This design comes from an exercise in tuning for small area on the open sky130 flow, not from production work. Only simulation tests tie the RTL to the original design; equivalence was not proved. No activity file was given, so power comes from the tool's default toggle rates.

==> design/flow/design.v <==
module regfile(
    input clk,  
    input rst_n,  
    input [4:0] rs1_id,  
    input [4:0] rs2_id,  
    output wire [31:0] rs1_data,  
    output wire [31:0] rs2_data,  
    input [4:0] rd_id,  
    input [31:0] rd_data  
    );
    reg [31:0] data[31:1];
    always @(posedge clk or negedge rst_n) begin
        if (!rst_n) begin
            for (int c = 1; c < 32; c++) begin
                data[c] <= 0;
            end
        end else begin
            if (rd_id != 0) begin
                data[rd_id] <= rd_data;
            end
        end
    end
    assign rs1_data = rs1_id == 0 ? 0 : data[rs1_id];
    assign rs2_data = rs2_id == 0 ? 0 : data[rs2_id];
endmodule
==> design/flow/run.sh <==
#!/bin/bash
# synth_recipe.tcl (not shown) runs the flow's synth.tcl, then flattens the netlist and writes it again
# the make line also repeats each setting of config.mk as NAME=value (left out here)
make -C /OpenROAD-flow-scripts/flow DESIGN_CONFIG=/design/flow/config.mk WORK_HOME=/design/flow/orfs CLKGATE_MAP_FILE= SYNTH_SCRIPT=/design/flow/synth_recipe.tcl finish
==> design/flow/config.mk <==
export PLATFORM = sky130hd
export DESIGN_NAME = regfile
export DESIGN_NICKNAME = regfile
export VERILOG_FILES = /design/flow/design.v
export SDC_FILE = /design/flow/constraint.sdc
export NUM_CORES = 8
export LEC_CHECK = 0
export CAP_MARGIN = 20
export CORE_MARGIN = 2
export CORE_UTILIZATION = 40
export SETUP_SLACK_MARGIN = 0.4
export SLEW_MARGIN = 20
==> design/flow/constraint.sdc <==
create_clock -name core_clock -period 6.0 [get_ports {clk}]
set_input_delay 1.2000 -clock core_clock [delete_from_list [all_inputs] [get_ports {clk}]]
set_output_delay 1.2000 -clock core_clock [all_outputs]
set_load 0.01 [all_outputs]
==> results of run 1 <==
==> path summary, 6_finish.rpt <==
kind	to	depth (start not counted)	start	slack (ns)
setup / recovery	rs2_data[27]	9	rs2_id[4]	0.23
hold / removal	data[1][24]$_DFFE_PN0P_	1	rst_n	0.47
setup reg to reg	data[28][27]$_DFFE_PN0P_	1	data[28][27]$_DFFE_PN0P_	5.08
hold reg to reg	data[20][19]$_DFFE_PN0P_	1	data[20][19]$_DFFE_PN0P_	0.52
max in group asynchronous	data[21][17]$_DFFE_PN0P_	2	rst_n	4.00
min in group core_clock	data[20][19]$_DFFE_PN0P_	1	data[20][19]$_DFFE_PN0P_	0.52
==> layout by cell type, fill, tap and decap left out, drive strengths merged, types with 13 or more instances in the layout <==
master	netlist	final
dfrtp	992	992
nor4	20	20
bufinv	0	15
nor3	72	72
and4	13	13
a222oi	27	27
a32oi	27	27
clkbuf	146	158
a31oi	52	52
a21oi	136	136
mux2	1023	1023
o21ai	44	44
a22oi	553	553
a221oi	63	63
and3	36	36
nor2b	25	25
buf	274	362
nand3	36	36
o22ai	18	18
nand3b	13	13
nand4	75	75
nor2	148	148
inv	11	15
mux2i	102	102
nand2b	16	16
clkdlybuf4s50	0	92
diode	0	23
a22o	84	84
a211oi	13	13
a2111oi	13	13
clkinv	0	21
nand2	167	167
==> timing repair <==
item	CTS	global route
resized for setup	2	6
setup endpoints to repair	6	9
buffers inserted	2	0
pin swaps	1	0
==> final cells by class <==
class,count,area (µm²)
fill,11600,67400
tap,1662,2080
inverter,11,41.3
clock inverter,46,658
timing repair buffer,455,4370
clock buffer,157,3190
antenna,23,57.6
multi-input combinational,2870,24700
sequential,992,24800
==> power by group through the flow <==
stage / Clock [mW] / Combinational, mW / Sequential (mW)
2_1_floorplan: 0 / 2.34 / 9.20
6_report: 7.41 / 3.76 / 9.97
3_3_place_gp: 0 / 3.55 / 9.95
5_1_grt: 7.69 / 3.90 / 10.1
4_1_cts: 7.41 / 3.64 / 9.86
3_5_place_dp: 0 / 3.63 / 9.96
==> cell families (layout without fill, tap and decap cells) <==
logic type             after synthesis  in the layout  synth area share
buffers and inverters              431            669            0.0424
muxes                             1126           1126             0.245
DFF                                992            992             0.484
other                                0             23                 0
and+or+nand+nor                    656            656            0.0712
AOI/OAI and AO/OA                 1088           1088             0.157
==> critical path: cells and delay by family <==
family                 cells  cell delay [ns]
AO/OA/AOI/OAI              3             1.39
AND/OR/NAND/NOR            2             0.26
buffers and inverters      4             1.68
==> metrics by stage <==
stage	cells	utilization	instance area (µm²)
4_1_cts	6192	0.470	59900
3_3_place_gp	5987	0.440	56000
3_5_place_dp	5987	0.440	56000
6_report	6216	0.470	59900
5_1_grt	6194	0.470	59900
2_1_floorplan	4293	-	51200
==> metal layers <==
layer	part of all wire	up-vias
li1	-	16900
met1	0.37	23800
met4	0.093	14
met3	0.16	1583
met2	0.39	4926
met5	0.00043	-
==> metrics.yaml, run 1 <==
fin_nets: 4489
min_period_ns: 5.77
die_y_um: 362
tightest_slew_ns: 1.24
clock_sinks: 992
combPwrFrac: 0.178
syn_to_final_growth_pct: 16.9
die_w_um: 362
fin_crit_sh: 0.962
grt_pass1_vias: 44100
io_buffers: 112
clk_pin_slew_ns: 0.06
grt.overflow.total: 0
path_cells: "clkbuf_4 > buf_4 > nor2b_2 > buf_4 > a22oi_1 > o21ai_1 > nor4_1 > a31oi_1 > clkdlybuf4s50_1"
cts_root_buf: "clkbuf_16"
synthesis.instances: 4293
top_register: "data"
status: "complete, no violations"
yosysSeqAreaShare: 0.484
antenna_found_initial: 21
ys_ff_latch: 992
grt_pass1_wl_um: 385000
reg.largest.list: "data (992)"
hpwl_um: 182000
fmax_mhz: 173
synth_cell_types: 77
grt_max_degree: 155
drc: 0
yosysTopAreaCellShare: 0.484
finalHoldViolCount: 0
crit_path_end_kind: "output pin"
worst_hold_slack_ns: 0.470
yosys.area.top_type: "dfrtp_1"
ant_nets: 0
pwr-share-clk: 0.351
place_congestion: 1.07
ios: 113
rows: 131
postCtsHoldBufs: 0
dp_worst_setup_slack_ns: 0.265
grtUsageTotal: 0.429
syn_nets: 4342
finalSetupViolCount: 0
grt_busiest_layer: "met2"
cts_inserted_buffers: 110
yosysWarningCount: 2
crit_top_cell: "buf_4"
start_kind: "input pin"
met2_usage: 0.568
initial_core_util: 0.402
avgViaCountPerCell: 7.59
yosysMostFrequentCell: "mux2_2"
max_stage_delay_ns: 0.64
clock_path_buffers: 3
crit_required_ns: 4.80
swShare: 0.314
tns_ns: 0
p_int_mw: 14.5
power_mw: 21.1
maxCapViolCount: 0
finClkSkew_ns: 0
peakVddDrop_v: 0.000239
grt_use_met3: 0.195
drtIter0Drc: 8610
power_frac_seq: 0.472
worst_path_max_delay_cell: "o21ai_1"
hp-class: "input pin to async pin"
power_density_mw_per_mm2: 353
core_mm2: 0.127
cts_tree: "built"
largest_register_ff_count: 992
synth_edf_count: 0
path_max_fanout: 21
arrival_ns: 4.57
syn_area_per_cell_um2: 11.9
netlist_area_mm2: 0.0512
synthTopCellsByCount: "mux2_2 (1021), dfrtp_1 (992), a22oi_1 (549)"
avgRoutedWirePerCell_um: 46.3
drv_slew: 0
synth_area_leaders: "dfrtp_1 (48%), mux2_2 (22%), a22oi_1 (8.0%), mux2i_1 (2.0%), buf_2 (1.6%)"
drt_pass1_iterations: 8
synth_flop_cell: "dfrtp_1"
drive_gt1_frac: 0.373
vias: 47200
power_switching_mw: 6.64
async_flop_share: 1.00
rsz0062_at_grt: "yes"
die-area_mm2: 0.131
critical_path_class: "input pin to output pin"
grt_use_met1: 0.547
max_slew_margin: 0.170
p_leak_nw: 24.9
routed_wl_um: 288000
worst_slack_ns: 0.228
htree_levels: 3
clk-insertion-delay-late_ns: 0.77
==> run 2: changes to the inputs <==
==> design/flow/design.v (replaced) <==
module regfile_aoi222(
    input a1, input a2, input b1, input b2, input c1, input c2,
    output y
    );
    assign y = ~((a1 & a2) | (b1 & b2) | (c1 & c2));
endmodule
module regfile_hold(
    input q, input keep, input we, input d,
    output y
    );
    assign y = (q & keep) | (we & d);
endmodule
module regfile_rdmux(
    input [31:1] sel,
    input [31:1] d,
    output y
    );
    wire [9:0] g;
    genvar j;
    generate
        for (j = 0; j < 10; j = j + 1) begin : g_grp
            regfile_aoi222 u(
                .a1(sel[3*j+1]), .a2(d[3*j+1]),
                .b1(sel[3*j+2]), .b2(d[3*j+2]),
                .c1(sel[3*j+3]), .c2(d[3*j+3]),
                .y(g[j]));
        end
    endgenerate
    wire g10 = ~(sel[31] & d[31]);
    assign y = ~(&{g, g10});
endmodule
module regfile(
    input clk,  
    input rst_n,  
    input [4:0] rs1_id,  
    input [4:0] rs2_id,  
    output wire [31:0] rs1_data,  
    output wire [31:0] rs2_data,  
    input [4:0] rd_id,  
    input [31:0] rd_data  
    );
    reg [31:0] data[31:1];
    reg [31:1] valid;
    wire [31:1] we, keep;
    genvar i, b;
    generate
        for (i = 1; i < 32; i = i + 1) begin : g_reg
            assign we[i] = (rd_id == i);
            assign keep[i] = (rd_id != i);
            wire [31:0] nxt;
            for (b = 0; b < 32; b = b + 1) begin : g_bit
                regfile_hold u(.q(data[i][b]), .keep(keep[i]), .we(we[i]),
                               .d(rd_data[b]), .y(nxt[b]));
            end
            always @(posedge clk) begin
                data[i] <= nxt;
            end
            always @(posedge clk or negedge rst_n) begin
                if (!rst_n)
                    valid[i] <= 1'b0;
                else if (we[i])
                    valid[i] <= 1'b1;
            end
        end
    endgenerate
    wire [31:1] sel1, sel2;
    generate
        for (i = 1; i < 32; i = i + 1) begin : g_sel
            assign sel1[i] = (rs1_id == i) & valid[i];
            assign sel2[i] = (rs2_id == i) & valid[i];
        end
    endgenerate
    generate
        for (b = 0; b < 32; b = b + 1) begin : g_rd
            wire [31:1] col;
            for (i = 1; i < 32; i = i + 1) begin : g_col
                assign col[i] = data[i][b];
            end
            regfile_rdmux u1(.sel(sel1), .d(col), .y(rs1_data[b]));
            regfile_rdmux u2(.sel(sel2), .d(col), .y(rs2_data[b]));
        end
    endgenerate
endmodule
--- a/design/flow/config.mk
+++ b/design/flow/config.mk
@@ -12 +12,2 @@
 export SLEW_MARGIN = 20
+export SYNTH_HIERARCHICAL = 1
==> run 2 against run 1 <==
Global-route usage fell by 4.6 points. Hold slack improved by 0.0052 ns. Fmax rose by 5.2%. Non-clock buffer count fell by 150. Utilization rose by 2.2 points. Synthesized cell count fell by 27%. Still clean. Cell area fell by 21%. Critical endpoint is now rs1_data[15]. Combinational power fell by 22%. Sequential power fell by 4.4%. Critical path type unchanged.
==> metrics.yaml, run 2 <==
reg.largest.list: "data (992), valid (31)"
finalHoldViolCount: 0
syn_to_final_growth_pct: 22.2
synth_flop_cell: "dfxtp_1"
r2r_setup_slack_ns: 5.25
rows: 114
initial_core_util: 0.403
cts_tree: "built"
dp_worst_setup_slack_ns: 0.264
grt.overflow.total: 0
antenna_found_initial: 17
clk-insertion-delay-late_ns: 0.68
syn_area_per_cell_um2: 12.4
yosys.area.top_type: "dfxtp_1"
syn_nets: 3184
die_y_um: 316
die_w_um: 316
p_leak_nw: 18.5
clock_sinks: 1023
pwr-share-clk: 0.364
final_cell_mix: "a22o_1 (992), dfxtp_1 (992), a222oi_1 (640), buf_4 (150), nand4_1 (128)"
cts_inserted_buffers: 105
yosysTopAreaCellShare: 0.511
hp-class: "flip-flop to flip-flop"
core_mm2: 0.0964
io_buffers: 112
path_max_fanout: 22
drc: 0
ios: 113
maxCapViolCount: 0
tns_ns: 0
synth_area_leaders: "dfxtp_1 (51%), a22o_1 (22%), a222oi_1 (16%), nand4_1 (2.1%), dfrtp_1 (2.0%)"
avgViaCountPerCell: 8.26
combPwrFrac: 0.149
die-area_mm2: 0.0997
ys_ff_latch: 1023
yosysSeqAreaShare: 0.531
top_register: "data"
path_cells: "dlymetal6s2s_1 > nor3b_1 > and3_1 > buf_4 > a222oi_1 > nand4_1 > a2111o_1 > clkdlybuf4s50_1"
max_stage_delay_ns: 0.57
routed_wl_um: 200000
fillers: 8547
rsz0062_at_grt: "no"
clk_pin_slew_ns: 0.06
post-cts-setup-buffers: 0
async_flop_share: 0.0303
finalSetupViolCount: 0
synthesis.instances: 3135
synth_cell_types: 31
vias: 40500
tightest_slew_ns: 1.23
critical_path_class: "input pin to output pin"
synth_edf_count: 0
cts_root_buf: "clkbuf_16"
hpwl_um: 112000
power_switching_mw: 5.40
ant_nets: 0
grt_max_degree: 33
drive_gt1_frac: 0.116
power_density_mw_per_mm2: 412
drv_slew: 0
swShare: 0.276
netlist_area_mm2: 0.0389
post-route-util: 0.492
p_int_mw: 14.2
max_slew_margin: 0.176
grtUsageTotal: 0.383
power_frac_seq: 0.487
fmax_mhz: 182
fin_nets: 3579
clock_path_buffers: 3
synthTopCellsByCount: "a22o_1 (992), dfxtp_1 (992), a222oi_1 (640)"
yosysWarningCount: 9
start_kind: "input pin"
min_period_ns: 5.49
crit_required_ns: 4.80
status: "complete, no violations"
grt_pass1_vias: 38800
finClkSkew_ns: 0
worst_path_max_delay_cell: "a2111o_1"
place_congestion: 0.939
postCtsHoldBufs: 0
worst_slack_ns: 0.511
htree_levels: 3
peakVddDrop_v: 0.000257
largest_register_ff_count: 992
crit_path_end_kind: "output pin"
drtIter0Drc: 10000
drt_pass1_iterations: 14
avgRoutedWirePerCell_um: 40.8
fin_crit_sh: 0.915
grt_pass1_wl_um: 279000
arrival_ns: 4.29
-- run 2: changes by cell type after synthesis, moves of 102 or more --
| cell | delta |
|---|---|
| buf_2 | -156 |
| mux2_2 | -1021 |
| a222oi_1 | +613 |
| clkbuf_1 | -143 |
| dfrtp_1 | -961 |
| a22oi_1 | -549 |
| dfxtp_1 | +992 |
| mux2i_1 | -102 |
| a21oi_1 | -136 |
| a22o_1 | +908 |
-- run 2: stage by stage --
step / hold slack (ns) / cell area [µm²] / cells / power, mW
after floorplan: 0.433 / 38900 / 3135 / 11.0
after global placement: 0.449 / 43600 / 4693 / 12.2
after detailed placement: 0.465 / 43700 / 4698 / 12.4
after CTS: 0.477 / 47400 / 4894 / 19.4
after global routing: 0.488 / 47500 / 4895 / 20.1
final: 0.475 / 47500 / 4901 / 19.6
-- run 2: cells by family after synthesis --
family,synth area share
compound gates,0.413
buf+inv,0.00267
flops,0.531
simple gates,0.0534
-- run 2: modules after synthesis (local to each module, per instance) --
module | cells inside | copies in the design | area (µm²) | flops+latches
regfile | 1247 | 1 | 22000 | 1023
regfile_rdmux | 4 | 64 | 27.5 | 0
regfile_aoi222 | 1 | 640 | 10.0 | 0
regfile_hold | 1 | 992 | 8.76 | 0
-- run 2: critical path: cells and delay by family --
family	cells	cell delay [ns]
AOI/OAI and AO/OA	2	1.01
and+or+nand+nor	3	0.95
buffers and inverters	3	1.11
-- run 2: worst paths after layout --
kind,to,depth (start not counted),from
worst max-delay path,rs1_data[15],8,rs1_id[1]
worst min-delay path,valid[15]$_DFFE_PN0N_,1,valid[15]$_DFFE_PN0N_
worst max register to register,data[31][13]$_DFF_P_,1,data[31][13]$_DFF_P_
worst min register to register,valid[15]$_DFFE_PN0N_,1,valid[15]$_DFFE_PN0N_
max in group asynchronous,valid[28]$_DFFE_PN0N_,2,rst_n
min in group asynchronous,valid[3]$_DFFE_PN0N_,2,rst_n
-- run 2: metal layers --
layer	track usage	vias up	routed length, µm
met5	0.00758	-	195
met4	0.194	16	12900
met3	0.180	1019	36300
met2	0.541	4177	80000
met1	0.486	19800	70800
li1	-	15500	-
-- run 2: final cells by class --
cell class	instances	area (µm²)	area share
Multi-Input combinational cell	2095	18400	0.387
Antenna cell	6	15.0	0.000316
Tap cell	1276	1600	0.0336
Clock inverter	46	702	0.0148
Clock buffer	150	3040	0.0640
Timing Repair Buffer	305	3130	0.0660
Sequential cell	1023	20600	0.435
-- run 2: what timing repair did --
| item | CTS | global route |
|---|---|---|
| gates resized for setup | 7 | 16 |
| pin swaps | 10 | 11 |
| endpoints found under the hold margin | 0 | 0 |
| setup endpoints to repair | 23 | 34 |
-- run 2: power by group through the flow --
stage,registers [mW],clock network (mW),logic [mW]
floorplan,9.22,0,1.82
global placement,9.46,0,2.73
detailed placement,9.58,0,2.83
CTS,9.45,7.11,2.84
global route,9.67,7.41,3.04
finish,9.53,7.12,2.93
==> run 3: changes to the inputs <==
--- a/design/flow/design.v
+++ b/design/flow/design.v
@@ -6,7 +6,19 @@
 endmodule
-module regfile_hold(
-    input q, input keep, input we, input d,
+module regfile_ao2111(
+    input a1, input a2, input b1, input c1, input d1,
     output y
     );
-    assign y = (q & keep) | (we & d);
+    assign y = (a1 & a2) | b1 | c1 | d1;
+endmodule
+module regfile_xor(
+    input a, input b,
+    output y
+    );
+    assign y = a ^ b;
+endmodule
+module regfile_hold(
+    input q, input we, input dn, input keep,
+    output y
+    );
+    assign y = ~((q | we) & (dn | keep));
 endmodule
@@ -15,2 +27,3 @@
     input [31:1] d,
+    input flip,
     output y
@@ -28,4 +41,8 @@
     endgenerate
-    wire g10 = ~(sel[31] & d[31]);
-    assign y = ~(&{g, g10});
+    wire h0 = ~(&g[3:0]);
+    wire h1 = ~(&g[7:4]);
+    wire h2 = ~(&g[9:8]);
+    wire m;
+    regfile_ao2111 u_or(.a1(sel[31]), .a2(d[31]), .b1(h0), .c1(h1), .d1(h2), .y(m));
+    regfile_xor u_x(.a(m), .b(flip), .y(y));
 endmodule
@@ -43,2 +60,10 @@
     reg [31:1] valid;
+    reg phase;
+    always @(posedge clk or negedge rst_n) begin
+        if (!rst_n)
+            phase <= 1'b0;
+        else
+            phase <= ~phase;
+    end
+    wire [31:0] dn = rd_data ^ {32{phase}};
     wire [31:1] we, keep;
@@ -51,4 +76,4 @@
             for (b = 0; b < 32; b = b + 1) begin : g_bit
-                regfile_hold u(.q(data[i][b]), .keep(keep[i]), .we(we[i]),
-                               .d(rd_data[b]), .y(nxt[b]));
+                regfile_hold u(.q(data[i][b]), .we(we[i]), .dn(dn[b]),
+                               .keep(keep[i]), .y(nxt[b]));
             end
@@ -72,2 +97,4 @@
     endgenerate
+    wire flip1 = phase & (|sel1);
+    wire flip2 = phase & (|sel2);
     generate
@@ -78,4 +105,4 @@
             end
-            regfile_rdmux u1(.sel(sel1), .d(col), .y(rs1_data[b]));
-            regfile_rdmux u2(.sel(sel2), .d(col), .y(rs2_data[b]));
+            regfile_rdmux u1(.sel(sel1), .d(col), .flip(flip1), .y(rs1_data[b]));
+            regfile_rdmux u2(.sel(sel2), .d(col), .flip(flip2), .y(rs2_data[b]));
         end
==> design/flow/flow/run.sh (new file) <==
#!/bin/bash
# The standard layout (standard.sh) with extra ORFS variables:
# - CTS without dummy loads, clkbuf_8 leaf buffers in clusters of up to 16 sinks
# - the smallest buffer cell for the port buffers
export CTS_ARGS="-sink_clustering_enable -repair_clock_nets -dont_use_dummy_load -buf_list sky130_fd_sc_hd__clkbuf_8 -sink_clustering_size 16 -sink_clustering_max_diameter 60"
export BUFFER_PORTS_ARGS="-buffer_cell sky130_fd_sc_hd__buf_1"
bash standard.sh > standard.log 2>&1
==> design/flow/standard.sh (new file) <==
#!/bin/bash
# synth_recipe.tcl (not shown) runs the flow's synth.tcl, then flattens the netlist and writes it again
# the make line also repeats each setting of config.mk as NAME=value (left out here)
make -C /OpenROAD-flow-scripts/flow DESIGN_CONFIG=/design/flow/config.mk WORK_HOME=/design/flow/orfs CLKGATE_MAP_FILE= SYNTH_SCRIPT=/design/flow/synth_recipe.tcl "${@:-finish}"
--- a/design/flow/config.mk
+++ b/design/flow/config.mk
@@ -7,7 +7,7 @@
 export LEC_CHECK = 0
-export CAP_MARGIN = 20
+export CAP_MARGIN = 10
 export CORE_MARGIN = 2
-export CORE_UTILIZATION = 40
-export SETUP_SLACK_MARGIN = 0.4
-export SLEW_MARGIN = 20
+export CORE_UTILIZATION = 45
+export SETUP_SLACK_MARGIN = 0
+export SLEW_MARGIN = 10
 export SYNTH_HIERARCHICAL = 1
removed: design/flow/run.sh
==> run 3 against run 2 <==
Still clean on timing, DRC and antenna. Sequential share of layout area up 5.4 points. Power fell by 15%. Fmax fell by 4.2%. Clock skew up 0.080 ns. Critical path depth increased by 1. Sequential cell count up 1. Via count down 2.1%. Largest cell class unchanged.
==> metrics.yaml, run 3 <==
fin_crit_sh: 0.955
timing.rr.end: "data[12][3]$_DFF_P_"
met2_usage: 0.600
drv_slew: 0
largest_register_ff_count: 992
dp_worst_setup_slack_ns: 0.525
tns_ns: 0
synth_edf_count: 0
synth_cell_types: 52
swShare: 0.325
rsz0062_at_grt: "no"
crit_required_ns: 4.80
yosysTopAreaCellShare: 0.530
grt.overflow.total: 0
clk_pin_slew_ns: 0.06
pwr-share-clk: 0.212
avgViaCountPerCell: 8.42
cts_tree: "built"
p_int_mw: 11.2
worst_slack_ns: 0.273
power_frac_seq: 0.605
grt_max_degree: 35
min_period_ns: 5.73
crit_top_cell: "buf_1"
grt_use_met3: 0.145
path_max_fanout: 19
finClkSkew_ns: 0.0804
cts_resized: 0
syn_area_per_cell_um2: 11.4
drtIter0Drc: 9191
peakVddDrop_v: 0.000255
antenna_found_initial: 9
grtUsageTotal: 0.400
hpwl_um: 105000
fin_nets: 3686
yosysWarningCount: 9
worst_path_max_delay_cell: "nor2b_1"
cp.buffers_inverters: 3
arrival_ns: 4.53
cts_root_buf: "clkbuf_8"
core_mm2: 0.0822
die_y_um: 293
place_congestion: 0.981
synth_area_leaders: "dfxtp_1 (53%), a222oi_1 (17%), o22ai_1 (17%), xor2_1 (2.2%), dfrtp_1 (2.1%)"
die-area_mm2: 0.0857
cp-endpoint: "rs1_data[27]"
hp-class: "flip-flop to flip-flop"
netlist_area_mm2: 0.0375
p_leak_nw: 15.5
initial_core_util: 0.456
status: "complete, no violations"
drc: 0
drt_pass1_iterations: 13
postCtsHoldBufs: 0
crit_path_end_kind: "output pin"
tightest_slew_ns: 1.16
drive_gt1_frac: 0.0949
grt_pass1_wl_um: 257000
r2r_setup_slack_ns: 3.71
syn_nets: 3331
crit_start: "rs1_id[1]"
post-cts-setup-buffers: 0
critical_path_class: "input pin to output pin"
ios: 113
syn_to_final_growth_pct: 12.8
power_density_mw_per_mm2: 393
finalSetupViolCount: 0
final_cell_mix: "o22ai_1 (992), dfxtp_1 (992), a222oi_1 (640), buf_4 (153), nand4_1 (128)"
yosysSeqAreaShare: 0.551
grt_pass1_vias: 38500
path_delay_family: "simple AND/OR/NAND/NOR gates"
reg.largest.list: "data (992), valid (31), phase (1)"
fmax_mhz: 175
r2r_cells: 4
ant_nets: 0
power_switching_mw: 5.40
start_kind: "input pin"
top_register: "data"
grt_use_met1: 0.500
grt_busiest_layer: "met2"
cp.depth: 9
max_slew_margin: 0.229
htree_levels: 3
synthTopCellsByCount: "dfxtp_1 (992), o22ai_1 (992), a222oi_1 (640)"
cts_inserted_buffers: 85
clk-insertion-delay-late_ns: 0.75
async_flop_share: 0.0313
ys_ff_latch: 1024
vias: 39600
rows: 105
routed_wl_um: 180000
clock_path_buffers: 3
yosys.area.top_type: "dfxtp_1"
max_stage_delay_ns: 0.73
avgRoutedWirePerCell_um: 38.2
die_w_um: 293
io_buffers: 112
clock_sinks: 1024
combPwrFrac: 0.183
synth_flop_cell: "dfxtp_1"
path_cells: "buf_1 > nor2b_1 > and3_2 > buf_4 > a222oi_1 > nand4_1 > a2111o_1 > xor2_1 > buf_1"
maxCapViolCount: 0
finalHoldViolCount: 0
reg2reg_from: "phase$_DFF_PN0_"
synthesis.instances: 3282
-- run 3: cell types whose count changed after synthesis, moves of 6 or more --
cell / delta
inv_1: +33
or2_2: +10
nor2_1: -19
nand3_1: +8
o22ai_1: +992
a22o_1: -991
and3_1: -11
a21o_1: -31
xor2_1: +96
clkbuf_1: +8
nor4_1: +6
buf_2: -6
nand2b_1: +20
-- run 3: logic make-up (layout without fill, tap and decap cells) --
| group | count (synthesis) | in the layout | share of synthesized area |
|---|---|---|---|
| AND/OR/NAND/NOR | 385 | 385 | 0.0581 |
| multiplexers | 5 | 5 | 0.00173 |
| AO/OA/AOI/OAI | 1719 | 1719 | 0.360 |
| XOR/XNOR | 96 | 96 | 0.0224 |
| flip-flops | 1024 | 1024 | 0.551 |
| buffers and inverters | 53 | 406 | 0.00657 |
| other | 0 | 4 | 0 |
-- run 3: through the flow --
stage	power [mW]	utilization	instance area [µm²]	hold slack, ns	instances
6_report	16.6	0.514	42300	0.472	4709
3_3_place_gp	12.8	0.500	41100	0.449	4620
3_5_place_dp	13.1	0.500	41100	0.459	4620
2_1_floorplan	11.7	-	37500	0.440	3282
4_1_cts	16.4	0.514	42300	0.469	4705
5_1_grt	17.2	0.514	42300	0.487	4706
-- run 3: worst min path at each step --
stage               slack, ns  cells past startpoint                   end            startpoint
floorplan                0.44                      1  valid[6]$_DFFE_PN0P_  valid[6]$_DFFE_PN0P_
global placement         0.45                      1  data[13][12]$_DFF_P_  data[13][12]$_DFF_P_
detailed placement       0.46                      1   data[25][9]$_DFF_P_   data[25][9]$_DFF_P_
CTS                      0.47                      1   data[20][5]$_DFF_P_   data[20][5]$_DFF_P_
global route             0.49                      1  data[26][18]$_DFF_P_  data[26][18]$_DFF_P_
finish                   0.47                      1   data[2][21]$_DFF_P_   data[2][21]$_DFF_P_
-- run 3: final cells by class --
class / instances / area (µm²)
inverter: 33 / 124
tap: 1070 / 1340
fill: 7286 / 39900
multi-input combinational: 2205 / 17000
clock buffer: 85 / 1170
antenna: 4 / 10.0
timing repair buffer: 288 / 2030
sequential: 1024 / 20700
-- run 3: layer usage --
metal | up-vias | wire length (µm) | part of all wire
met4 | 10 | 11800 | 0.066
met2 | 3649 | 76400 | 0.42
met5 | - | 65 | 0.00036
met1 | 19300 | 63600 | 0.35
li1 | 15800 | - | -
met3 | 939 | 28200 | 0.16
-- run 3: modules after synthesis (local to each module, per instance) --
module	cells	flip-flops and latches	area (µm²)	times used
regfile_xor	1	0	8.76	64
regfile_aoi222	1	0	10.0	640
regfile	1330	1024	22600	1
regfile_rdmux	3	0	16.3	64
regfile_ao2111	1	0	11.3	64
regfile_hold	1	0	6.26	992
-- run 3: power by group through the flow --
stage | Sequential (mW) | Combinational [mW] | Clock, mW
detailed placement | 10.1 | 2.93 | 0
global placement | 9.96 | 2.82 | 0
floorplan | 9.75 | 1.92 | 0
global route | 10.3 | 3.20 | 3.79
finish | 10.1 | 3.04 | 3.53
CTS | 9.97 | 2.93 | 3.53
==> run 4: changes to the inputs <==
--- a/design/flow/config.mk
+++ b/design/flow/config.mk
@@ -7,3 +7,3 @@
 export LEC_CHECK = 0
-export CAP_MARGIN = 10
+export CAP_MARGIN = 25
 export CORE_MARGIN = 2
@@ -11,3 +11,3 @@
 export SETUP_SLACK_MARGIN = 0
-export SLEW_MARGIN = 10
+export SLEW_MARGIN = 15
 export SYNTH_HIERARCHICAL = 1
==> run 4 against run 3 <==
Still clean. Worst setup slack is the same. Largest cell class unchanged. Count of clock-buffer cells in the layout is the same. First-iteration DRC count is the same.
==> metrics.yaml, run 4 <==
synth_edf_count: 0
drc: 0
start_kind: "input pin"
reg.largest.list: "data (992), valid (31), phase (1)"
dp_worst_setup_slack_ns: 0.525
min_from: "data[2][21]$_DFF_P_"
hpwl_um: 105000
synthTopCellsByCount: "dfxtp_1 (992), o22ai_1 (992), a222oi_1 (640)"
largest_register_ff_count: 992
vias: 39600
rsz0062_at_grt: "no"
yosysTopAreaCellShare: 0.530
p_leak_nw: 15.5
ant_nets: 0
initial_core_util: 0.456
clk_pin_slew_ns: 0.06
cp.buffers_inverters: 3
path_delay_family: "simple AND/OR/NAND/NOR gates"
max_stage_delay_ns: 0.73
avgRoutedWirePerCell_um: 38.2
maxCapViolCount: 0
syn_to_final_growth_pct: 12.8
path_max_fanout: 19
die_y_um: 293
drv_slew: 0
finalHoldViolCount: 0
crit_path_end_kind: "output pin"
place_congestion: 0.981
syn_nets: 3331
cts_root_buf: "clkbuf_8"
arrival_ns: 4.53
path_cells: "buf_1 > nor2b_1 > and3_2 > buf_4 > a222oi_1 > nand4_1 > a2111o_1 > xor2_1 > buf_1"
crit_start: "rs1_id[1]"
swShare: 0.325
synth_flop_cell: "dfxtp_1"
min_period_ns: 5.73
fin_crit_sh: 0.955
htree_levels: 3
finalSetupViolCount: 0
avgViaCountPerCell: 8.42
synthesis.instances: 3282
power_density_mw_per_mm2: 393
crit_top_cell: "buf_1"
die-area_mm2: 0.0857
finClkSkew_ns: 0.0804
netlist_area_mm2: 0.0375
ys_ff_latch: 1024
grt_max_degree: 35
ios: 113
synth_cell_types: 52
power_frac_seq: 0.605
final_cell_mix: "o22ai_1 (992), dfxtp_1 (992), a222oi_1 (640), buf_4 (153), nand4_1 (128)"
combPwrFrac: 0.183
antenna_found_initial: 9
yosysWarningCount: 9
critical_path_class: "input pin to output pin"
core_mm2: 0.0822
async_flop_share: 0.0313
fmax_mhz: 175
max_slew_margin: 0.229
worst_slack_ns: 0.273
p_int_mw: 11.2
power_switching_mw: 5.40
peakVddDrop_v: 0.000255
drtIter0Drc: 9191
clk-insertion-delay-late_ns: 0.75
io_buffers: 112
drive_gt1_frac: 0.0949
rows: 105
cts_inserted_buffers: 85
final_area_mm2: 0.0423
fin_nets: 3686
postCtsHoldBufs: 0
tns_ns: 0
synth_area_leaders: "dfxtp_1 (53%), a222oi_1 (17%), o22ai_1 (17%), xor2_1 (2.2%), dfrtp_1 (2.1%)"
yosysSeqAreaShare: 0.551
syn_area_per_cell_um2: 11.4
grt_pass1_vias: 38500
hp-class: "flip-flop to flip-flop"
cts_tree: "built"
cts_resized: 0
yosys.area.top_type: "dfxtp_1"
drt_pass1_iterations: 13
routed_wl_um: 180000
grt.overflow.total: 0
grtUsageTotal: 0.400
pwr-share-clk: 0.212
worst_path_max_delay_cell: "nor2b_1"
clock_sinks: 1024
die_w_um: 293
status: "complete, no violations"
clock_path_buffers: 3
top_register: "data"
post-route-util: 0.514
crit_required_ns: 4.80
post-cts-setup-buffers: 0
grt_pass1_wl_um: 257000
fillers: 7286
tightest_slew_ns: 1.16
placed_cell_area_mm2: 0.0411
reg2reg_from: "phase$_DFF_PN0_"
-- run 4: metal layers --
layer  track usage  wire length (µm)
met5             0                65
met2         0.600             76400
met1         0.500             63600
met3         0.145             28200
met4         0.218             11800
-- run 4: worst paths after layout --
| kind | endpoint | slack (ns) | cells past startpoint |
|---|---|---|---|
| max | rs1_data[27] | 0.27 | 9 |
| min | data[2][21]$_DFF_P_ | 0.47 | 1 |
| max reg2reg | data[12][3]$_DFF_P_ | 3.71 | 4 |
| min reg2reg | data[2][21]$_DFF_P_ | 0.47 | 1 |
| max in group asynchronous | phase$_DFF_PN0_ | 4.68 | 1 |
| min in group asynchronous | valid[2]$_DFFE_PN0P_ | 0.57 | 1 |
-- run 4: worst reg2reg max path, cell delays in order, from the launching register on --
cell	delay [ns]
dfrtp_4	0.67
buf_4	0.66
xor2_2	0.25
buf_4	0.45
o22ai_1	0.14
-- run 4: cell families (layout without fill, tap and decap cells) --
| family | Yosys count | after routing | share of synthesized area |
|---|---|---|---|
| compound gates | 1719 | 1719 | 0.360 |
| flops | 1024 | 1024 | 0.551 |
| simple gates | 385 | 385 | 0.0581 |
| xor+xnor | 96 | 96 | 0.0224 |
| buf+inv | 53 | 406 | 0.00657 |
| mux | 5 | 5 | 0.00173 |
| other cells | 0 | 4 | 0 |
-- run 4: power by group through the flow --
stage | Clock [mW] | Combinational [mW] | Sequential [mW]
2_1_floorplan | 0 | 1.92 | 9.75
3_3_place_gp | 0 | 2.82 | 9.96
3_5_place_dp | 0 | 2.93 | 10.1
4_1_cts | 3.53 | 2.93 | 9.97
5_1_grt | 3.79 | 3.20 | 10.3
6_report | 3.53 | 3.04 | 10.1
-- run 4: stage by stage --
step	power (mW)	hold WS, ns	std cells
after floorplan	11.7	0.440	3282
after global placement	12.8	0.449	4620
after detailed placement	13.1	0.459	4620
after CTS	16.4	0.469	4705
after global routing	17.2	0.487	4706
final	16.6	0.472	4709
-- run 4: per-module statistics from Yosys (local to each module, per instance) --
module	flops+latches	times used	cell area, µm²	cells inside
regfile_rdmux	0	64	16.3	3
regfile_ao2111	0	64	11.3	1
regfile_hold	0	992	6.26	1
regfile_xor	0	64	8.76	1
regfile	1024	1	22600	1330
regfile_aoi222	0	640	10.0	1
-- run 4: layout make-up --
type | instances | area [µm²] | share of cell area
Antenna cell | 4 | 10.0 | 0.000237
Clock buffer | 85 | 1170 | 0.0277
Inverter | 33 | 124 | 0.00293
Multi-Input combinational cell | 2205 | 17000 | 0.401
Sequential cell | 1024 | 20700 | 0.489
Tap cell | 1070 | 1340 | 0.0317
Timing Repair Buffer | 288 | 2030 | 0.0480
==> run 5: changes to the inputs <==
--- a/design/flow/design.v
+++ b/design/flow/design.v
@@ -17,2 +17,20 @@
     assign y = a ^ b;
+endmodule
+module regfile_inv(
+    input a,
+    output y
+    );
+    assign y = ~a;
+endmodule
+module regfile_nand2(
+    input a, input b,
+    output y
+    );
+    assign y = ~(a & b);
+endmodule
+module regfile_nand3(
+    input a, input b, input c,
+    output y
+    );
+    assign y = ~(a & b & c);
 endmodule
@@ -67,9 +85,26 @@
     end
-    wire [31:0] dn = rd_data ^ {32{phase}};
+    genvar i, b;
+    wire phase_n;
+    regfile_inv u_pn(.a(phase), .y(phase_n));
+    wire [31:0] dn;
+    generate
+        for (b = 0; b < 32; b = b + 1) begin : g_dn
+            wire x = rd_data[b] ^ phase_n;
+            regfile_inv u(.a(x), .y(dn[b]));
+        end
+    endgenerate
+    wire [3:0] wr_hi = 4'b1 << rd_id[4:3];
+    wire [7:0] wr_lo = 8'b1 << rd_id[2:0];
+    wire [3:0] r1_hi = 4'b1 << rs1_id[4:3];
+    wire [7:0] r1_lo = 8'b1 << rs1_id[2:0];
+    wire [3:0] r2_hi = 4'b1 << rs2_id[4:3];
+    wire [7:0] r2_lo = 8'b1 << rs2_id[2:0];
     wire [31:1] we, keep;
-    genvar i, b;
     generate
         for (i = 1; i < 32; i = i + 1) begin : g_reg
-            assign we[i] = (rd_id == i);
-            assign keep[i] = (rd_id != i);
+            wire a, an;
+            regfile_nand2 u_a(.a(wr_hi[i / 8]), .b(wr_lo[i % 8]), .y(a));
+            regfile_inv u_w(.a(a), .y(we[i]));
+            regfile_inv u_an(.a(a), .y(an));
+            regfile_inv u_k(.a(an), .y(keep[i]));
             wire [31:0] nxt;
@@ -93,8 +128,14 @@
         for (i = 1; i < 32; i = i + 1) begin : g_sel
-            assign sel1[i] = (rs1_id == i) & valid[i];
-            assign sel2[i] = (rs2_id == i) & valid[i];
+            wire n1, n2;
+            regfile_nand3 u_n1(.a(r1_hi[i / 8]), .b(r1_lo[i % 8]), .c(valid[i]), .y(n1));
+            regfile_nand3 u_n2(.a(r2_hi[i / 8]), .b(r2_lo[i % 8]), .c(valid[i]), .y(n2));
+            regfile_inv u_s1(.a(n1), .y(sel1[i]));
+            regfile_inv u_s2(.a(n2), .y(sel2[i]));
         end
     endgenerate
-    wire flip1 = phase & (|sel1);
-    wire flip2 = phase & (|sel2);
+    wire flip1, flip2;
+    wire nflip1 = ~(phase & (|sel1));
+    wire nflip2 = ~(phase & (|sel2));
+    regfile_inv u_f1(.a(nflip1), .y(flip1));
+    regfile_inv u_f2(.a(nflip2), .y(flip2));
     generate
==> design/flow/flow/run.sh (replaced) <==
#!/bin/bash
# The standard layout (standard.sh) with extra ORFS variables:
# - CTS without dummy loads, clkbuf_8 leaf buffers in clusters of up to 18 sinks
# - the smallest buffer cell for the port buffers
# - the inverters that drive the long lines sized for their load before
#   repair_design (flow/presize.tcl), so that they are not buffered
export CTS_ARGS="-sink_clustering_enable -repair_clock_nets -dont_use_dummy_load -buf_list sky130_fd_sc_hd__clkbuf_8 -sink_clustering_size 18 -sink_clustering_max_diameter 55"
export BUFFER_PORTS_ARGS="-buffer_cell sky130_fd_sc_hd__buf_1"
export PRE_RESIZE_TCL=$PWD/flow/presize.tcl
bash standard.sh "$@" > standard.log 2>&1
==> design/flow/flow/presize.tcl (new file) <==
# Size the inverters that drive the long lines (PRE_RESIZE_TCL): pick the
# smallest inverter whose max capacitance covers the placed load with a
# margin, so that repair_design does not buffer these lines.
uplevel #0 {
  estimate_parasitics -placement
  set presize_scene [sta::cmd_scene]
  set presize_cells {
    {sky130_fd_sc_hd__inv_2 0.331}
    {sky130_fd_sc_hd__inv_4 0.563}
    {sky130_fd_sc_hd__inv_6 0.783}
    {sky130_fd_sc_hd__inv_8 1.035}
    {sky130_fd_sc_hd__inv_12 1.417}
  }
  set presize_n 0
  foreach inst [get_cells *] {
    set m [get_property $inst ref_name]
    if {$m ne "sky130_fd_sc_hd__inv_1" && $m ne "sky130_fd_sc_hd__inv_2"} continue
    set pin [get_pins -of_objects $inst -filter "direction==output"]
    set net [get_nets -of_objects $pin]
    set c [expr {[sta::Net_capacitance $net $presize_scene max] * 1e12}]
    foreach cand $presize_cells {
      lassign $cand cell cmax
      if {$c <= 0.75 * $cmax} {
        if {$cell ne $m} { replace_cell $inst $cell; incr presize_n }
        break
      }
    }
  }
  puts "presize: resized $presize_n inverters"
}
--- a/design/flow/config.mk
+++ b/design/flow/config.mk
@@ -7,7 +7,9 @@
 export LEC_CHECK = 0
-export CAP_MARGIN = 25
+export CAP_MARGIN = 10
 export CORE_MARGIN = 2
-export CORE_UTILIZATION = 45
+export CORE_UTILIZATION = 50
+export GPL_TIMING_DRIVEN = 0
+export PLACE_DENSITY = 0.85
 export SETUP_SLACK_MARGIN = 0
-export SLEW_MARGIN = 15
+export SLEW_MARGIN = 10
 export SYNTH_HIERARCHICAL = 1
==> run 5 against run 4 <==
Via count increased by 0.65%. Cell area down 4.7%. Clock skew down 0.034 ns. Non-clock buffer count fell by 172. Combinational power decreased by 3%. Count of clock-buffer cells in the layout fell by 16. Now fails the layout checks on negative setup slack. Critical endpoint is now rs1_data[19]. Largest power group unchanged. Wire length down 11%. First-iteration DRC count grew 16%. Sequential share of layout area up 2.4 points. Critical path depth up 1. Fmax shrank 5.2%.
==> metrics.yaml, run 5 <==
rows: 100
cts_inserted_buffers: 69
reg.largest.list: "data (992), valid (31), phase (1)"
power_frac_seq: 0.620
peakVddDrop_v: 0.000163
avgViaCountPerCell: 8.78
async_flop_share: 0.0313
reg2reg_from: "phase$_DFF_PN0_"
clock_path_buffers: 3
synth_flop_cell: "dfxtp_1"
r2r_cells: 6
max_slew_margin: 0.225
min_from: "data[17][25]$_DFF_P_"
swShare: 0.324
start_kind: "input pin"
drc: 0
post-route-util: 0.541
drv_slew: 0
die_w_um: 278
grt.overflow.total: 0
yosys.area.top_type: "dfxtp_1"
syn_nets: 3436
yosysSeqAreaShare: 0.549
die-area_mm2: 0.0775
finClkSkew_ns: 0.0468
cts_root_buf: "clkbuf_8"
initial_core_util: 0.506
tns_ns: -0.0522
fmax_mhz: 165
die_y_um: 278
synth_area_leaders: "dfxtp_1 (53%), a222oi_1 (17%), o22ai_1 (16%), xor2_1 (2.2%), nand4_1 (2.2%)"
avgRoutedWirePerCell_um: 35.5
drtIter0Drc: 10600
power_switching_mw: 5.22
rsz0062_at_grt: "no"
grtUsageTotal: 0.390
hp-class: "flip-flop to flip-flop"
path_max_fanout: 33
ios: 113
htree_levels: 3
crit_required_ns: 4.80
p_leak_nw: 15.0
clk_pin_slew_ns: 0.09
dp_worst_setup_slack_ns: -0.164
synth_edf_count: 0
synthesis.instances: 3387
final_cell_mix: "o22ai_1 (992), dfxtp_1 (992), a222oi_1 (640), inv_2 (183), nand4_1 (132)"
post-cts-setup-buffers: 0
io_buffers: 112
synthTopCellsByCount: "dfxtp_1 (992), o22ai_1 (992), a222oi_1 (640)"
finalHoldViolCount: 0
grt_pass1_wl_um: 231000
grt_pass1_vias: 37300
r2r_setup_slack_ns: 3.70
p_int_mw: 10.9
fin_crit_sh: 1.01
syn_area_per_cell_um2: 11.1
status: "failed layout checks"
timing.rr.end: "data[15][9]$_DFF_P_"
yosysWarningCount: 9
fillers: 6367
routed_wl_um: 161000
fin_nets: 3619
power_density_mw_per_mm2: 401
antenna_found_initial: 8
netlist_area_mm2: 0.0376
place_congestion: 1.00
clk-insertion-delay-late_ns: 0.75
syn_to_final_growth_pct: 7.02
hpwl_um: 86600
largest_register_ff_count: 992
synth_cell_types: 23
ant_nets: 0
tightest_slew_ns: 1.16
critical_path_class: "input pin to output pin"
maxCapViolCount: 0
combPwrFrac: 0.183
worst_slack_ns: -0.0440
drive_gt1_frac: 0.0852
grt_max_degree: 34
drt_pass1_iterations: 15
crit_path_end_kind: "output pin"
finalSetupViolCount: 2
clock_sinks: 1024
vias: 39900
yosysTopAreaCellShare: 0.528
top_register: "data"
core_mm2: 0.0744
ff_latch_area_mm2: 0.0207
min_period_ns: 6.04
pwr-share-clk: 0.197
cts_tree: "built"
multi_input_area_mm2: 0.0163
ys_ff_latch: 1024
failed_checks: "negative setup slack"
min_delay_path_depth: 1
hold_end: "data[17][25]$_DFF_P_"
arrival_ns: 4.84
[run 5: cell count changes after synthesis, sizes merged, moves of 8 or more]
| cell | delta |
|---|---|
| and3 | -57 |
| clkbuf | -12 |
| inv | +158 |
| nand2b | -22 |
| nand3 | +53 |
| nor2 | -11 |
| nor4 | +8 |
| or2 | +20 |
[run 5: worst max-delay path by stage]
stage / from / to / slack [ns] / cells after the start
floorplan: rs1_id[3] / rs1_data[0] / 1.19 / 8
global placement: rs2_id[2] / rs2_data[5] / -1.20 / 10
detailed placement: rs1_id[1] / rs1_data[5] / -0.16 / 10
CTS: rs1_id[1] / rs1_data[5] / 0.07 / 10
global route: rs1_id[0] / rs1_data[19] / 0.05 / 10
finish: rs1_id[1] / rs1_data[19] / -0.04 / 10
[run 5: area by class of cell]
class / count / area share
Tap cell: 969 / 0.0301
Antenna cell: 6 / 0.000373
Multi-Input combinational cell: 2168 / 0.404
Inverter: 191 / 0.0181
Timing Repair Buffer: 112 / 0.0105
Buffer: 4 / 0.00102
Sequential cell: 1024 / 0.513
Clock buffer: 69 / 0.0236
[run 5: critical path: stages]
cell and delay, ns:
buf_1 0.26, nor3b_2 0.61, nand3_1 0.17, inv_2 0.73
nor3_1 0.18, nand4_1 0.24, o21ai_1 0.13, inv_4 0.50
xor2_1 0.57, buf_1 0.23
[run 5: Yosys stat by module, one instance, submodules excluded]
module / times used / flip-flops and latches
regfile_nand2: 31 / 0
regfile_rdmux: 64 / 0
regfile: 1 / 1024
regfile_ao2111: 64 / 0
regfile_hold: 992 / 0
regfile_inv: 190 / 0
regfile_nand3: 62 / 0
regfile_xor: 64 / 0
regfile_aoi222: 640 / 0
[run 5: stage by stage]
stage / hold slack [ns] / power (mW) / cells / instance area (µm²)
final: 0.475 / 16.1 / 4543 / 40300
after global routing: 0.486 / 16.7 / 4539 / 40300
after CTS: 0.472 / 15.8 / 4537 / 40200
after detailed placement: 0.459 / 12.8 / 4468 / 39300
after global placement: 0.449 / 12.6 / 4468 / 39300
after floorplan: 0.430 / 11.6 / 3387 / 37600
[run 5: what timing repair did]
| action | CTS | global route |
|---|---|---|
| hold buffers | 0 | 0 |
| resized for setup | 2 | 12 |
| endpoints found under the setup margin | 22 | 22 |
[run 5: per-layer routing]
metal | global-route usage | vias up | wire length (µm)
li1 | - | 15600 | -
met1 | 0.464 | 18600 | 51600
met2 | 0.551 | 4330 | 63700
met3 | 0.191 | 1334 | 31100
met4 | 0.269 | 8 | 14500
met5 | 0.000625 | - | 80
[run 5: power groups by stage]
stage	Combinational [mW]	Clock (mW)	Sequential, mW
CTS	2.76	3.11	9.93
global route	3.06	3.39	10.2
finish	2.95	3.19	10.0
floorplan	1.88	0	9.74
global placement	2.64	0	9.94
detailed placement	2.77	0	10.1
[run 5: cell families after synthesis]
family                    count (synthesis)  share of synthesized area
AOI/OAI and AO/OA                      1698                      0.354
xor gates and xnor gates                 96                     0.0223
buffers and inverters                   195                     0.0201
DFF                                    1024                      0.549
and+or+nand+nor                         374                     0.0542
==> run 6: changes to the inputs <==
--- a/design/flow/design.v
+++ b/design/flow/design.v
@@ -35,2 +35,26 @@
     assign y = ~(a & b & c);
+endmodule
+module regfile_predec(
+    input [4:0] id,
+    output [3:0] hi,
+    output [7:0] lo
+    );
+    wire [4:0] idn;
+    genvar k;
+    generate
+        for (k = 0; k < 5; k = k + 1) begin : g_n
+            regfile_inv u(.a(id[k]), .y(idn[k]));
+        end
+        for (k = 0; k < 4; k = k + 1) begin : g_hi
+            wire n;
+            regfile_nand2 u_n(.a(k[0] ? id[3] : idn[3]), .b(k[1] ? id[4] : idn[4]), .y(n));
+            regfile_inv u_i(.a(n), .y(hi[k]));
+        end
+        for (k = 0; k < 8; k = k + 1) begin : g_lo
+            wire n;
+            regfile_nand3 u_n(.a(k[0] ? id[0] : idn[0]), .b(k[1] ? id[1] : idn[1]),
+                              .c(k[2] ? id[2] : idn[2]), .y(n));
+            regfile_inv u_i(.a(n), .y(lo[k]));
+        end
+    endgenerate
 endmodule
@@ -91,3 +115,4 @@
         for (b = 0; b < 32; b = b + 1) begin : g_dn
-            wire x = rd_data[b] ^ phase_n;
+            wire x;
+            regfile_xor u_x(.a(rd_data[b]), .b(phase_n), .y(x));
             regfile_inv u(.a(x), .y(dn[b]));
@@ -97,6 +122,6 @@
     wire [7:0] wr_lo = 8'b1 << rd_id[2:0];
-    wire [3:0] r1_hi = 4'b1 << rs1_id[4:3];
-    wire [7:0] r1_lo = 8'b1 << rs1_id[2:0];
-    wire [3:0] r2_hi = 4'b1 << rs2_id[4:3];
-    wire [7:0] r2_lo = 8'b1 << rs2_id[2:0];
+    wire [3:0] r1_hi, r2_hi;
+    wire [7:0] r1_lo, r2_lo;
+    regfile_predec u_pd1(.id(rs1_id), .hi(r1_hi), .lo(r1_lo));
+    regfile_predec u_pd2(.id(rs2_id), .hi(r2_hi), .lo(r2_lo));
     wire [31:1] we, keep;
@@ -104,7 +129,4 @@
         for (i = 1; i < 32; i = i + 1) begin : g_reg
-            wire a, an;
-            regfile_nand2 u_a(.a(wr_hi[i / 8]), .b(wr_lo[i % 8]), .y(a));
-            regfile_inv u_w(.a(a), .y(we[i]));
-            regfile_inv u_an(.a(a), .y(an));
-            regfile_inv u_k(.a(an), .y(keep[i]));
+            regfile_nand2 u_k(.a(wr_hi[i / 8]), .b(wr_lo[i % 8]), .y(keep[i]));
+            regfile_inv u_w(.a(keep[i]), .y(we[i]));
             wire [31:0] nxt;
@@ -126,9 +148,9 @@
     wire [31:1] sel1, sel2;
+    wire [31:1] nsel1, nsel2;
     generate
         for (i = 1; i < 32; i = i + 1) begin : g_sel
-            wire n1, n2;
-            regfile_nand3 u_n1(.a(r1_hi[i / 8]), .b(r1_lo[i % 8]), .c(valid[i]), .y(n1));
-            regfile_nand3 u_n2(.a(r2_hi[i / 8]), .b(r2_lo[i % 8]), .c(valid[i]), .y(n2));
-            regfile_inv u_s1(.a(n1), .y(sel1[i]));
-            regfile_inv u_s2(.a(n2), .y(sel2[i]));
+            regfile_nand3 u_n1(.a(r1_hi[i / 8]), .b(r1_lo[i % 8]), .c(valid[i]), .y(nsel1[i]));
+            regfile_nand3 u_n2(.a(r2_hi[i / 8]), .b(r2_lo[i % 8]), .c(valid[i]), .y(nsel2[i]));
+            regfile_inv u_s1(.a(nsel1[i]), .y(sel1[i]));
+            regfile_inv u_s2(.a(nsel2[i]), .y(sel2[i]));
         end
@@ -136,4 +158,4 @@
     wire flip1, flip2;
-    wire nflip1 = ~(phase & (|sel1));
-    wire nflip2 = ~(phase & (|sel2));
+    wire nflip1 = ~(phase & ~(&nsel1));
+    wire nflip2 = ~(phase & ~(&nsel2));
     regfile_inv u_f1(.a(nflip1), .y(flip1));
==> design/flow/flow/presize.tcl (replaced) <==
# Size the inverters and nand2s that drive the long lines (PRE_RESIZE_TCL):
# pick the smallest cell of the same kind whose max capacitance covers the
# placed load with a margin, so that repair_design does not buffer them.
uplevel #0 {
  estimate_parasitics -placement
  set presize_scene [sta::cmd_scene]
  set presize_cells(inv) {
    {sky130_fd_sc_hd__inv_2 0.331}
    {sky130_fd_sc_hd__inv_4 0.563}
    {sky130_fd_sc_hd__inv_6 0.783}
    {sky130_fd_sc_hd__inv_8 1.035}
    {sky130_fd_sc_hd__inv_12 1.417}
  }
  set presize_cells(nand2) {
    {sky130_fd_sc_hd__nand2_1 0.167}
    {sky130_fd_sc_hd__nand2_2 0.296}
    {sky130_fd_sc_hd__nand2_4 0.530}
    {sky130_fd_sc_hd__nand2_8 0.934}
  }
  set presize_n 0
  foreach inst [get_cells *] {
    set m [get_property $inst ref_name]
    if {$m eq "sky130_fd_sc_hd__inv_1" || $m eq "sky130_fd_sc_hd__inv_2"} {
      set kind inv
    } elseif {$m eq "sky130_fd_sc_hd__nand2_1"} {
      set kind nand2
    } else {
      continue
    }
    set pin [get_pins -of_objects $inst -filter "direction==output"]
    set net [get_nets -of_objects $pin]
    set c [expr {[sta::Net_capacitance $net $presize_scene max] * 1e12}]
    foreach cand $presize_cells($kind) {
      lassign $cand cell cmax
      if {$c <= 0.75 * $cmax} {
        if {$cell ne $m} { replace_cell $inst $cell; incr presize_n }
        break
      }
    }
  }
  puts "presize: resized $presize_n drivers"
}
--- a/design/flow/config.mk
+++ b/design/flow/config.mk
@@ -12,3 +12,3 @@
 export PLACE_DENSITY = 0.85
-export SETUP_SLACK_MARGIN = 0
+export SETUP_SLACK_MARGIN = 0.25
 export SLEW_MARGIN = 10
==> run 6 against run 5 <==
First-iteration DRC count rose by 6.9%. Synthesized cell count fell by 0.97%. Count of clock-buffer cells in the layout rose by 2. Clock power rose by 1%. Global-route usage barely moved. Fmax rose by 7.7%. Wire length fell by 0.30%. Now clean on timing, DRC and antenna. Sequential share of layout area rose by 0.19 points. Area after synthesis fell by 0.55%. Highest routed layer unchanged. Utilization fell by 0.10 points. Cell area fell by 0.36%. Worst setup slack improved by 0.43 ns. Largest power group unchanged. Critical endpoint is now rs1_data[26].
==> metrics.yaml, run 6 <==
status: "complete, no violations"
arrival_ns: 4.41
rows: 100
met1_length_um: 51600
crit_required_ns: 4.80
cts_resized: 0
grt_max_degree: 34
timing.rr.end: "data[13][31]$_DFF_P_"
vias: 39900
cts_tree: "built"
cp-endpoint: "rs1_data[26]"
grt_pass1_wl_um: 231000
ant_nets: 0
drv_slew: 0
combPwrFrac: 0.183
dr_wl_met2_um: 63600
reg2reg_from: "phase$_DFF_PN0_"
synth_cell_types: 20
netlist_area_mm2: 0.0374
die_y_um: 278
final_area_mm2: 0.0401
postCtsHoldBufs: 0
async_flop_share: 0.0313
antenna_found_initial: 13
drtIter0Drc: 11400
synth_area_leaders: "dfxtp_1 (53%), a222oi_1 (17%), o22ai_1 (17%), nand4_1 (2.4%), xor2_1 (2.2%)"
dp_worst_setup_slack_ns: 0.741
syn_to_final_growth_pct: 7.22
drive_gt1_frac: 0.0840
yosysSeqAreaShare: 0.552
grt_pass1_vias: 37300
synthTopCellsByCount: "dfxtp_1 (992), o22ai_1 (992), a222oi_1 (640)"
avgRoutedWirePerCell_um: 35.6
dr.max_layer_used: "met5"
post-route-util: 0.540
power_switching_mw: 5.27
avgViaCountPerCell: 8.84
p_leak_nw: 15.0
fin_crit_sh: 0.935
path_cells: "buf_1 > inv_2 > nand3_1 > inv_2 > nand3_1 > inv_2 > a222oi_1 > nand4_1 > a2111o_1 > xor2_1 > buf_1"
final_cells: 4512
reg.largest.list: "data (992), valid (31), phase (1)"
wl_met3_um: 31500
path_delay_family: "compound AO/OA/AOI/OAI gates"
tightest_slew_ns: 1.22
top_register: "data"
fin_nets: 3588
ys_ff_latch: 1024
finClkSkew_ns: 0.0945
tns_ns: 0
largest_register_ff_count: 992
max_slew_margin: 0.187
die_w_um: 278
syn_area_per_cell_um2: 11.2
syn_nets: 3403
pwr-share-clk: 0.199
fillers: 6510
crit_top_cell: "inv_2"
yosysWarningCount: 9
final_cell_mix: "o22ai_1 (992), dfxtp_1 (992), a222oi_1 (640), inv_2 (163), nand4_1 (142)"
clock_sinks: 1024
min_period_ns: 5.61
htree_levels: 3
grtUsageTotal: 0.390
place_congestion: 0.960
worst_slack_ns: 0.389
finalSetupViolCount: 0
drc: 0
cp.depth: 11
r2r_cells: 4
peakVddDrop_v: 0.000214
ios: 113
core_mm2: 0.0743
power_frac_seq: 0.618
yosysTopAreaCellShare: 0.530
die-area_mm2: 0.0771
maxCapViolCount: 0
crit_start: "rs1_id[1]"
p_int_mw: 10.9
worst_path_max_delay_cell: "a222oi_1"
r2r_setup_slack_ns: 3.57
synthesis.instances: 3354
drt_pass1_iterations: 13
synth_edf_count: 0
yosys.area.top_type: "dfxtp_1"
grt.overflow.total: 0
hp-class: "flip-flop to flip-flop"
clk-insertion-delay-late_ns: 0.76
path_max_fanout: 32
crit_path_end_kind: "output pin"
start_kind: "input pin"
power_density_mw_per_mm2: 404
clock_path_buffers: 3
clk_pin_slew_ns: 0.04
initial_core_util: 0.504
fmax_mhz: 178
critical_path_class: "input pin to output pin"
synth_flop_cell: "dfxtp_1"
rsz0062_at_grt: "no"
placed_cells: 4435
cts_root_buf: "clkbuf_8"
hpwl_um: 86700
routed_wl_um: 161000
io_buffers: 112
max_stage_delay_ns: 0.54
placed_cell_area_mm2: 0.0391
finalHoldViolCount: 0
cts_inserted_buffers: 71
post-cts-setup-buffers: 0
swShare: 0.325
cp.buffers_inverters: 5
run 6: cell count changes in the layout (fill, tap and decap cells not counted), sizes merged, moves of 6 or more:
| cell | change |
|---|---|
| nor4 | -14 |
| nand4 | +10 |
| nor3b | -6 |
| clkinv | -6 |
| nand3 | +18 |
| inv | -22 |
| nand2 | +7 |
run 6: final cells by class:
type / instances / area (µm²) / area share
repair buffers: 112 / 422 / 0.0105
clock buffers: 71 / 977 / 0.0243
inverters: 163 / 612 / 0.0152
multi-input cells: 2167 / 16200 / 0.405
diodes: 6 / 15.0 / 0.000374
well taps: 969 / 1210 / 0.0302
flip-flops and latches: 1024 / 20700 / 0.515
run 6: metal layers:
metal,vias to the layer above,GRT usage
met4,16,0.246
met5,-,0
met1,18600,0.467
met3,1352,0.194
li1,15500,-
met2,4423,0.556
run 6: worst register-to-register path: stages, from the launching register on:
cell and delay (ns):
dfrtp_1 0.43, inv_2 0.69, xor2_1 0.56, inv_2 0.45
o22ai_1 0.26
run 6: cell families after synthesis:
| family | count (synthesis) | share of synthesized area |
|---|---|---|
| flops | 1024 | 0.552 |
| compound gates | 1698 | 0.356 |
| buf+inv | 163 | 0.0163 |
| xor+xnor | 96 | 0.0225 |
| simple gates | 373 | 0.0529 |
run 6: worst min path at each step:
stage | from | to | slack, ns | depth (start not counted)
3_3_place_gp | data[19][4]$_DFF_P_ | data[19][4]$_DFF_P_ | 0.45 | 1
3_5_place_dp | data[4][9]$_DFF_P_ | data[4][9]$_DFF_P_ | 0.46 | 1
2_1_floorplan | phase$_DFF_PN0_ | phase$_DFF_PN0_ | 0.43 | 1
4_1_cts | data[9][7]$_DFF_P_ | data[9][7]$_DFF_P_ | 0.47 | 1
5_1_grt | data[29][10]$_DFF_P_ | data[29][10]$_DFF_P_ | 0.49 | 1
6_report | data[9][7]$_DFF_P_ | data[9][7]$_DFF_P_ | 0.47 | 1
run 6: power groups by stage:
stage	Sequential (mW)	Clock [mW]	Combinational [mW]
CTS	9.94	3.16	2.77
global route	10.2	3.43	3.07
finish	10.0	3.23	2.97
global placement	9.95	0	2.65
detailed placement	10.1	0	2.78
floorplan	9.74	0	1.88
run 6: Yosys stat by module (local to each module, per instance), a selection:
| module | cells inside | copies in the design | cell area [µm²] |
|---|---|---|---|
| regfile_ao2111 | 1 | 64 | 11.3 |
| regfile_nand2 | 1 | 39 | 3.75 |
| regfile_rdmux | 3 | 64 | 16.3 |
| regfile_aoi222 | 1 | 640 | 10.0 |
| regfile_xor | 1 | 96 | 8.76 |
| regfile_hold | 1 | 992 | 6.26 |
| regfile | 1091 | 1 | 21100 |
| regfile_nand3 | 1 | 78 | 5.00 |
run 6: metrics by stage:
step | total power, mW | hold WS (ns)
4_1_cts | 15.9 | 0.470
6_report | 16.2 | 0.472
5_1_grt | 16.7 | 0.486
3_3_place_gp | 12.6 | 0.449
2_1_floorplan | 11.6 | 0.430
3_5_place_dp | 12.8 | 0.459
==> run 7: changes to the inputs <==
==> design/flow/flow/run.sh (replaced) <==
#!/bin/bash
# The standard layout (standard.sh) with extra ORFS variables:
# - CTS without dummy loads, clkbuf_8 leaf buffers in clusters of up to 17 sinks,
#   clkbuf_4 at the root
# - the smallest buffer cell for the port buffers
# - the inverters that drive the long lines sized for their load before
#   repair_design (flow/presize.tcl), so that they are not buffered
export CTS_ARGS="-sink_clustering_enable -repair_clock_nets -dont_use_dummy_load -buf_list sky130_fd_sc_hd__clkbuf_8 -root_buf sky130_fd_sc_hd__clkbuf_4 -sink_clustering_size 17 -sink_clustering_max_diameter 60"
export BUFFER_PORTS_ARGS="-buffer_cell sky130_fd_sc_hd__buf_1"
export PRE_RESIZE_TCL=$PWD/flow/presize.tcl
bash standard.sh "$@" > standard.log 2>&1
==> run 7 against run 6 <==
Sequential power hardly changed. Combinational power hardly changed. Register-to-register slack worse by 0.02 ns. Wire length is 0.48% lower. Critical endpoint is now rs1_data[10]. Count of clock-buffer cells in the layout stayed put. Worst setup slack worse by 0.056 ns.
==> metrics.yaml, run 7 <==
arrival_ns: 4.47
power_frac_seq: 0.622
synth_flop_cell: "dfxtp_1"
status: "complete, no violations"
synth_area_leaders: "dfxtp_1 (53%), a222oi_1 (17%), o22ai_1 (17%), nand4_1 (2.4%), xor2_1 (2.2%)"
r2r_setup_slack_ns: 3.55
power_switching_mw: 5.22
tns_ns: 0
yosysTopAreaCellShare: 0.530
synthesis.instances: 3354
core_mm2: 0.0743
ios: 113
timing.rr.end: "data[30][31]$_DFF_P_"
cts_tree: "built"
clk_pin_slew_ns: 0.11
avgViaCountPerCell: 8.81
antenna_found_initial: 17
io_buffers: 112
dp_worst_setup_slack_ns: 0.741
drc: 0
vias: 39800
rows: 100
drv_slew: 0
grt_max_degree: 34
fin_nets: 3588
start_kind: "input pin"
worst_path_max_delay_cell: "a222oi_1"
maxCapViolCount: 0
power_density_mw_per_mm2: 401
max_stage_delay_ns: 0.65
place_congestion: 0.960
peakVddDrop_v: 0.000148
finalHoldViolCount: 0
grt_pass1_vias: 37300
drtIter0Drc: 11000
fin_crit_sh: 0.944
finClkSkew_ns: 0.0377
tightest_slew_ns: 1.20
path_max_fanout: 32
drt_pass1_iterations: 15
cts_inserted_buffers: 71
async_flop_share: 0.0313
clock_sinks: 1024
yosysWarningCount: 9
htree_levels: 3
placed_cells: 4435
final_cell_mix: "o22ai_1 (992), dfxtp_1 (992), a222oi_1 (640), inv_2 (163), nand4_1 (142)"
grtUsageTotal: 0.388
top_register: "data"
clk-insertion-delay-late_ns: 0.95
reg2reg_from: "phase$_DFF_PN0_"
hpwl_um: 86700
synth_edf_count: 0
p_leak_nw: 15.0
cts_resized: 0
syn_area_per_cell_um2: 11.2
finalSetupViolCount: 0
crit_required_ns: 4.80
syn_to_final_growth_pct: 7.08
die-area_mm2: 0.0771
grt_pass1_wl_um: 230000
drive_gt1_frac: 0.0840
swShare: 0.325
min_period_ns: 5.67
largest_register_ff_count: 992
synthTopCellsByCount: "dfxtp_1 (992), o22ai_1 (992), a222oi_1 (640)"
worst_hold_slack_ns: 0.326
die_w_um: 278
yosysSeqAreaShare: 0.552
avgRoutedWirePerCell_um: 35.4
grt.overflow.total: 0
max_slew_margin: 0.196
yosys.area.top_type: "dfxtp_1"
netlist_area_mm2: 0.0374
die_y_um: 278
r2r_cells: 4
fmax_mhz: 176
path_cells: "buf_1 > inv_2 > nand3_1 > inv_2 > nand3_1 > inv_2 > a222oi_1 > nand4_1 > a2111o_1 > xor2_1 > buf_1"
ant_nets: 0
post-cts-setup-buffers: 0
postCtsHoldBufs: 0
critical_path_class: "input pin to output pin"
synth_cell_types: 20
hp-class: "input pin to async pin"
combPwrFrac: 0.184
rsz0062_at_grt: "no"
syn_nets: 3403
p_int_mw: 10.9
reg.largest.list: "data (992), valid (31), phase (1)"
final_cells: 4513
pwr-share-clk: 0.194
crit_path_end_kind: "output pin"
initial_core_util: 0.504
worst_slack_ns: 0.333
crit_top_cell: "inv_2"
clock_path_buffers: 3
ys_ff_latch: 1024
routed_wl_um: 160000
cts_root_buf: "clkbuf_4"
## run 7: cell counts after synthesis
No cell type changed its count.
## run 7: worst max path at each step
| stage | from | endpoint | slack [ns] | cells past startpoint |
|---|---|---|---|---|
| final | rs1_id[1] | rs1_data[10] | 0.33 | 11 |
| after CTS | rs1_id[0] | rs1_data[10] | 0.73 | 11 |
| after detailed placement | rs1_id[0] | rs1_data[10] | 0.74 | 11 |
| after floorplan | rs1_id[4] | rs1_data[0] | 1.67 | 9 |
| after global placement | rs1_id[1] | rs1_data[10] | 0.25 | 11 |
| after global routing | rs1_id[1] | rs1_data[10] | 0.37 | 11 |
## run 7: kinds of logic (layout without fill, tap and decap cells)
group	after synthesis	after routing	synth area share
other	0	7	0
AO/OA/AOI/OAI	1698	1698	0.356
flip-flops	1024	1024	0.552
buffers and inverters	163	346	0.0163
AND/OR/NAND/NOR	373	373	0.0529
XOR/XNOR	96	96	0.0225
## run 7: area by class of cell
| cell class | count | area (µm²) |
|---|---|---|
| antenna | 7 | 17.5 |
| clock buffer | 71 | 921 |
| fill | 6529 | 34200 |
| inverter | 163 | 612 |
| multi-input combinational | 2167 | 16200 |
| sequential | 1024 | 20700 |
| tap | 969 | 1210 |
| timing repair buffer | 112 | 422 |
## run 7: critical path: cells and delay by family
family	cells	cell delay, ns
buffers and inverters	5	0.99
AOI/OAI and AO/OA	2	1.10
and+or+nand+nor	3	0.64
xor gates and xnor gates	1	0.51
## run 7: power by group through the flow
stage / Clock, mW / Sequential, mW / Combinational (mW)
after global routing: 3.32 / 10.2 / 3.07
after CTS: 3.07 / 9.93 / 2.77
after global placement: 0 / 9.95 / 2.65
final: 3.12 / 10.0 / 2.97
after detailed placement: 0 / 10.1 / 2.78
after floorplan: 0 / 9.74 / 1.88
## run 7: routing by layer
layer	vias up	wire, µm	track usage
met5	-	157	0.00250
met4	24	13700	0.239
met3	1307	30900	0.186
met2	4354	63300	0.555
met1	18500	51900	0.468
li1	15500	-	-
## run 7: Yosys stat by module (local to each module, per instance), a selection
module | cells | copies in the design | flip-flops and latches
regfile_nand2 | 1 | 39 | 0
regfile_xor | 1 | 96 | 0
regfile | 1091 | 1 | 1024
regfile_nand3 | 1 | 78 | 0
regfile_ao2111 | 1 | 64 | 0
regfile_hold | 1 | 992 | 0
regfile_rdmux | 3 | 64 | 0
regfile_inv | 1 | 162 | 0
## run 7: metrics by stage
| stage | utilization | total power, mW | area (µm²) |
|---|---|---|---|
| 6_report | 0.539 | 16.1 | 40100 |
| 2_1_floorplan | - | 11.6 | 37400 |
| 3_3_place_gp | 0.526 | 12.6 | 39100 |
| 5_1_grt | 0.539 | 16.6 | 40100 |
| 4_1_cts | 0.539 | 15.8 | 40100 |
| 3_5_place_dp | 0.527 | 12.8 | 39100 |

Setup slack of run 7, layout unchanged: 0.333 ns with ideal ports, 0.302 ns with driving cells assumed (clock clkbuf_16, inputs buf_2), 0.302 ns with port delays also shifted by the 0.983 ns mid clock arrival.
